Context: an optimization exercise on an open-source flow, tuned for small area, a short achievable clock period and few clock cycles per item. The choices shown serve that exercise and are no tape-out recipe. The RTL was checked by simulation tests, not by an equivalence proof against the original design.

==> build 88: inputs <==
==> flow/design.v <==
`timescale 1ns / 1ps
module SHA256(
clk,
rst_n,
valid_in,
valid_out,
message,
Hash_result);
input clk, rst_n, valid_in;
input [439:0] message;
output reg valid_out;
output [255:0] Hash_result;
localparam [31:0] H0 = 32'h6a09e667, H1 = 32'hbb67ae85, H2 = 32'h3c6ef372, H3 = 32'ha54ff53a,
                  H4 = 32'h510e527f, H5 = 32'h9b05688c, H6 = 32'h1f83d9ab, H7 = 32'h5be0cd19;
function automatic [31:0] kconst(input [5:0] i);
  kconst =
    ({32{i == 6'd0}} & 32'h428a2f98) |
    ({32{i == 6'd1}} & 32'h71374491) |
    ({32{i == 6'd2}} & 32'hb5c0fbcf) |
    ({32{i == 6'd3}} & 32'he9b5dba5) |
    ({32{i == 6'd4}} & 32'h3956c25b) |
    ({32{i == 6'd5}} & 32'h59f111f1) |
    ({32{i == 6'd6}} & 32'h923f82a4) |
    ({32{i == 6'd7}} & 32'hab1c5ed5) |
    ({32{i == 6'd8}} & 32'hd807aa98) |
    ({32{i == 6'd9}} & 32'h12835b01) |
    ({32{i == 6'd10}} & 32'h243185be) |
    ({32{i == 6'd11}} & 32'h550c7dc3) |
    ({32{i == 6'd12}} & 32'h72be5d74) |
    ({32{i == 6'd13}} & 32'h80deb1fe) |
    ({32{i == 6'd14}} & 32'h9bdc06a7) |
    ({32{i == 6'd15}} & 32'hc19bf174) |
    ({32{i == 6'd16}} & 32'he49b69c1) |
    ({32{i == 6'd17}} & 32'hefbe4786) |
    ({32{i == 6'd18}} & 32'h0fc19dc6) |
    ({32{i == 6'd19}} & 32'h240ca1cc) |
    ({32{i == 6'd20}} & 32'h2de92c6f) |
    ({32{i == 6'd21}} & 32'h4a7484aa) |
    ({32{i == 6'd22}} & 32'h5cb0a9dc) |
    ({32{i == 6'd23}} & 32'h76f988da) |
    ({32{i == 6'd24}} & 32'h983e5152) |
    ({32{i == 6'd25}} & 32'ha831c66d) |
    ({32{i == 6'd26}} & 32'hb00327c8) |
    ({32{i == 6'd27}} & 32'hbf597fc7) |
    ({32{i == 6'd28}} & 32'hc6e00bf3) |
    ({32{i == 6'd29}} & 32'hd5a79147) |
    ({32{i == 6'd30}} & 32'h06ca6351) |
    ({32{i == 6'd31}} & 32'h14292967) |
    ({32{i == 6'd32}} & 32'h27b70a85) |
    ({32{i == 6'd33}} & 32'h2e1b2138) |
    ({32{i == 6'd34}} & 32'h4d2c6dfc) |
    ({32{i == 6'd35}} & 32'h53380d13) |
    ({32{i == 6'd36}} & 32'h650a7354) |
    ({32{i == 6'd37}} & 32'h766a0abb) |
    ({32{i == 6'd38}} & 32'h81c2c92e) |
    ({32{i == 6'd39}} & 32'h92722c85) |
    ({32{i == 6'd40}} & 32'ha2bfe8a1) |
    ({32{i == 6'd41}} & 32'ha81a664b) |
    ({32{i == 6'd42}} & 32'hc24b8b70) |
    ({32{i == 6'd43}} & 32'hc76c51a3) |
    ({32{i == 6'd44}} & 32'hd192e819) |
    ({32{i == 6'd45}} & 32'hd6990624) |
    ({32{i == 6'd46}} & 32'hf40e3585) |
    ({32{i == 6'd47}} & 32'h106aa070) |
    ({32{i == 6'd48}} & 32'h19a4c116) |
    ({32{i == 6'd49}} & 32'h1e376c08) |
    ({32{i == 6'd50}} & 32'h2748774c) |
    ({32{i == 6'd51}} & 32'h34b0bcb5) |
    ({32{i == 6'd52}} & 32'h391c0cb3) |
    ({32{i == 6'd53}} & 32'h4ed8aa4a) |
    ({32{i == 6'd54}} & 32'h5b9cca4f) |
    ({32{i == 6'd55}} & 32'h682e6ff3) |
    ({32{i == 6'd56}} & 32'h748f82ee) |
    ({32{i == 6'd57}} & 32'h78a5636f) |
    ({32{i == 6'd58}} & 32'h84c87814) |
    ({32{i == 6'd59}} & 32'h8cc70208) |
    ({32{i == 6'd60}} & 32'h90befffa) |
    ({32{i == 6'd61}} & 32'ha4506ceb) |
    ({32{i == 6'd62}} & 32'hbef9a3f7) |
    ({32{i == 6'd63}} & 32'h307b5f59);
endfunction
reg        busy;
reg  [5:0] idx;
wire       start = valid_in & ~busy;
wire       last  = (idx == 6'd0);    
wire       pre   = (idx == 6'd63);   
always @(posedge clk or negedge rst_n) begin
  if (!rst_n) begin
    busy      <= 1'b0;
    valid_out <= 1'b0;
  end else begin
    valid_out <= busy & last;
    if (start)     busy <= 1'b1;
    else if (last) busy <= 1'b0;
  end
end
always @(posedge clk) begin
  if (start) idx <= 6'd1;
  else       idx <= idx + 6'd1;
end
function automatic [31:0] add32(input [31:0] x, input [31:0] y);
  reg [31:0] g, p, gn, pn;
  integer l, j;
  begin
    g = x & y; p = x ^ y;
    for (l = 1; l < 32; l = l * 2) begin
      for (j = 0; j < 32; j = j + 1) begin
        if (j >= l) begin
          gn[j] = g[j] | (p[j] & g[j-l]);
          pn[j] = p[j] & p[j-l];
        end else begin
          gn[j] = g[j]; pn[j] = p[j];
        end
      end
      g = gn; p = pn;
    end
    add32 = (x ^ y) ^ {g[30:0], 1'b0};
  end
endfunction
function automatic [31:0] adds32(input [31:0] x, input [31:0] y);
  reg [31:0] g, p, gn, pn;
  integer l, j, m;
  begin
    g = x & y; p = x ^ y;
    for (l = 1; l < 32; l = l * 2) begin
      for (j = 0; j < 32; j = j + 1) begin
        m = (j / l) * l - 1;              
        if ((j / l) % 2 == 1) begin
          gn[j] = g[j] | (p[j] & g[m]);
          pn[j] = p[j] & p[m];
        end else begin
          gn[j] = g[j]; pn[j] = p[j];
        end
      end
      g = gn; p = pn;
    end
    adds32 = (x ^ y) ^ {g[30:0], 1'b0};
  end
endfunction
function automatic [63:0] csa(input [31:0] x, input [31:0] y, input [31:0] z);
  csa = {((x & y) | (x & z) | (y & z)) << 1, x ^ y ^ z};
endfunction
reg  [31:0] w [0:15];
wire [511:0] blk = {message, 8'h80, 64'd440};
wire [31:0] ss0 = {w[1][6:0], w[1][31:7]} ^ {w[1][17:0], w[1][31:18]} ^ (w[1] >> 3);
wire [31:0] ss1 = {w[14][16:0], w[14][31:17]} ^ {w[14][18:0], w[14][31:19]} ^ (w[14] >> 10);
wire [63:0] w1 = csa(w[0], w[9], ss0);
wire [63:0] w2 = csa(w1[31:0], w1[63:32], ss1);
wire [31:0] wnew = adds32(w2[31:0], w2[63:32]);
integer i;
always @(posedge clk) begin
  if (start) begin
    for (i = 0; i < 16; i = i + 1) w[i] <= blk[511 - 32*i -: 32];
  end else begin
    for (i = 0; i < 15; i = i + 1) w[i] <= w[i+1];
    w[15] <= wnew;
  end
end
reg [31:0] a, b, c, d, e, f, g, h;
reg [31:0] ps, pc;
wire [31:0] S0  = {a[1:0], a[31:2]} ^ {a[12:0], a[31:13]} ^ {a[21:0], a[31:22]};
wire [31:0] S1  = {e[5:0], e[31:6]} ^ {e[10:0], e[31:11]} ^ {e[24:0], e[31:25]};
wire [31:0] maj = (a & b) ^ (a & c) ^ (b & c);
wire [31:0] ch  = (e & f) ^ (~e & g);
localparam [31:0] K0 = 32'h428a2f98;
wire [63:0] pn  = start ? csa(H7, K0, blk[511:480]) : csa(g, kconst(idx), w[1]);
wire [63:0] x1 = csa(ps, pc, ch);
wire [63:0] t1 = csa(S1, S0, maj);
wire [63:0] a2 = csa(x1[31:0], x1[63:32], t1[31:0]);
wire [63:0] a3 = csa(a2[31:0], a2[63:32], t1[63:32]);
wire [63:0] e2 = csa(x1[31:0], x1[63:32], d);
wire [63:0] e3 = csa(e2[31:0], e2[63:32], S1);
wire [31:0] anew = add32(a3[31:0], a3[63:32]);
wire [31:0] enew = add32(e3[31:0], e3[63:32]);
wire [31:0] ah1 = adds32(a, H1), bh2 = adds32(b, H2);
wire [31:0] cd  = adds32(c, last ? H3 : H4 - H0);
wire [31:0] eh5 = adds32(e, H5), fh6 = adds32(f, H6), gh7 = adds32(g, H7);
always @(posedge clk) begin
  {pc, ps} <= pn;
  if (start) begin
    a <= H0; b <= H1; c <= H2; d <= H3; e <= H4; f <= H5; g <= H6; h <= H7;
  end else begin
    a <= anew; e <= enew;
    if (last) begin
      b <= ah1; c <= bh2; d <= cd;
      f <= eh5; g <= fh6; h <= gh7;
    end else begin
      b <= a; c <= b; d <= (pre ? cd : c);
      f <= e; g <= f; h <= g;
    end
  end
end
assign Hash_result = {a, b, c, d, e, f, g, h};
endmodule
==> flow/flow/run.sh <==
#!/bin/bash
# The standard layout (the standard.sh, whose synthesis is unchanged), with
# two changes to how the layout is made:
#  - repair_timing aims for a setup margin of 6 ns instead of 5 ns;
#  - the buffer put on every input and output port is buf_1.
# The make output goes to flow_make.log in this folder.
set -euo pipefail
bash standard.sh SETUP_SLACK_MARGIN=6 "BUFFER_PORTS_ARGS=-buffer_cell sky130_fd_sc_hd__buf_1" finish > flow_make.log 2>&1
==> flow/standard.sh <==
#!/bin/bash
# synth_recipe.tcl (not shown) runs the flow's synth.tcl, then flattens the netlist and writes it again
# the make line also repeats each setting of config.mk as NAME=value (left out here)
make -C /OpenROAD-flow-scripts/flow DESIGN_CONFIG=/design/flow/config.mk WORK_HOME=/design/flow/orfs CLKGATE_MAP_FILE= SYNTH_SCRIPT=/design/flow/synth_recipe.tcl "${@:-finish}"
==> flow/config.mk <==
export PLATFORM = sky130hd
export DESIGN_NAME = SHA256
export DESIGN_NICKNAME = SHA256
export VERILOG_FILES = /design/flow/design.v
export SDC_FILE = /design/flow/constraint.sdc
export NUM_CORES = 4
export LEC_CHECK = 0
export ABC_AREA = 1
export CAP_MARGIN = 20
export CORE_MARGIN = 2
export CORE_UTILIZATION = 40
export CTS_CLUSTER_DIAMETER = 80
export CTS_CLUSTER_SIZE = 20
export SETUP_SLACK_MARGIN = 5
export SLEW_MARGIN = 20
==> flow/constraint.sdc <==
create_clock -name core_clock -period 10.0 [get_ports {clk}]
set_input_delay 2.0000 -clock core_clock [delete_from_list [all_inputs] [get_ports {clk}]]
set_output_delay 2.0000 -clock core_clock [all_outputs]
set_load 0.01 [all_outputs]
==> build 73: changes against build 88 <==
--- a/flow/design.v
+++ b/flow/design.v
@@ -164,12 +164,13 @@
 wire [31:0] ch  = (e & f) ^ (~e & g);
 localparam [31:0] K0 = 32'h428a2f98;
 wire [63:0] pn  = start ? csa(H7, K0, blk[511:480]) : csa(g, kconst(idx), w[1]);
-wire [63:0] x1 = csa(ps, pc, ch);
-wire [63:0] t1 = csa(S1, S0, maj);
-wire [63:0] a2 = csa(x1[31:0], x1[63:32], t1[31:0]);
+wire [63:0] a1 = csa(ps, pc, maj);
+wire [63:0] t1 = csa(S1, ch, S0);
+wire [63:0] a2 = csa(a1[31:0], a1[63:32], t1[31:0]);
 wire [63:0] a3 = csa(a2[31:0], a2[63:32], t1[63:32]);
-wire [63:0] e2 = csa(x1[31:0], x1[63:32], d);
-wire [63:0] e3 = csa(e2[31:0], e2[63:32], S1);
+wire [63:0] e1 = csa(ps, pc, d);
+wire [63:0] e2 = csa(e1[31:0], e1[63:32], S1);
+wire [63:0] e3 = csa(e2[31:0], e2[63:32], ch);
 wire [31:0] anew = add32(a3[31:0], a3[63:32]);
 wire [31:0] enew = add32(e3[31:0], e3[63:32]);
 wire [31:0] ah1 = adds32(a, H1), bh2 = adds32(b, H2);
- ABC_AREA: 1 -> unset
- CTS_CLUSTER_DIAMETER: 80 -> unset
- CTS_CLUSTER_SIZE: 20 -> unset
==> run notes <==
- Build 73 ran to the end with violations: antenna violations. Build 88 completed with no timing, DRC or antenna violations.
- Synthesized cell count: build 88 is higher than build 73 (about 13%).
- In build 88 the core utilization is higher than in build 73, by 0.51 points.
- Of build 88 and build 73, build 88 has the higher cell count (gap 9.9%, measured against build 73).
- Against build 73, the clock skew of build 88 is higher by 0.0065 ns.
Testbench counts of build 88, summed over its fixed seeds: cycles 16,648, hashes 256.
Testbench counts of build 73, summed over its fixed seeds: cycles 16,648, hashes 256.

## what the ideal ports hide
In the flow no input, the clock included, has a driving cell. The finished layouts below were timed again as built, in two steps.
Step 1 sets driving cells, clkbuf_16 on the clock port and buf_2 on the other inputs (assumed; they add their load-dependent delay and slew).
Step 2, shift: input delay + t, output delay - t, t = (earliest + latest rising clock arrival at the registers) / 2. This alone moves slack from input paths to output paths.
Three values: no drivers, after step 1, after step 2; two values: the first two.
| run | t, ns | setup WS [ns] | worst setup path at the end | slew at the worst register clock pin (ns) | pins driven straight from the clock port |
|---|---|---|---|---|---|
| build 88 | 0.792 | 5.938 / 5.938 / 5.501 | input to register | 0.10 / 0.10 | 1 |
| build 73 | 0.784 | 5.109 / 5.109 / 5.109 | register to register | 0.07 / 0.07 | 1 |
For build 88, which loses most, drivers alone change the setup slack by 0.000 ns; drivers and shift together by -0.437 ns.
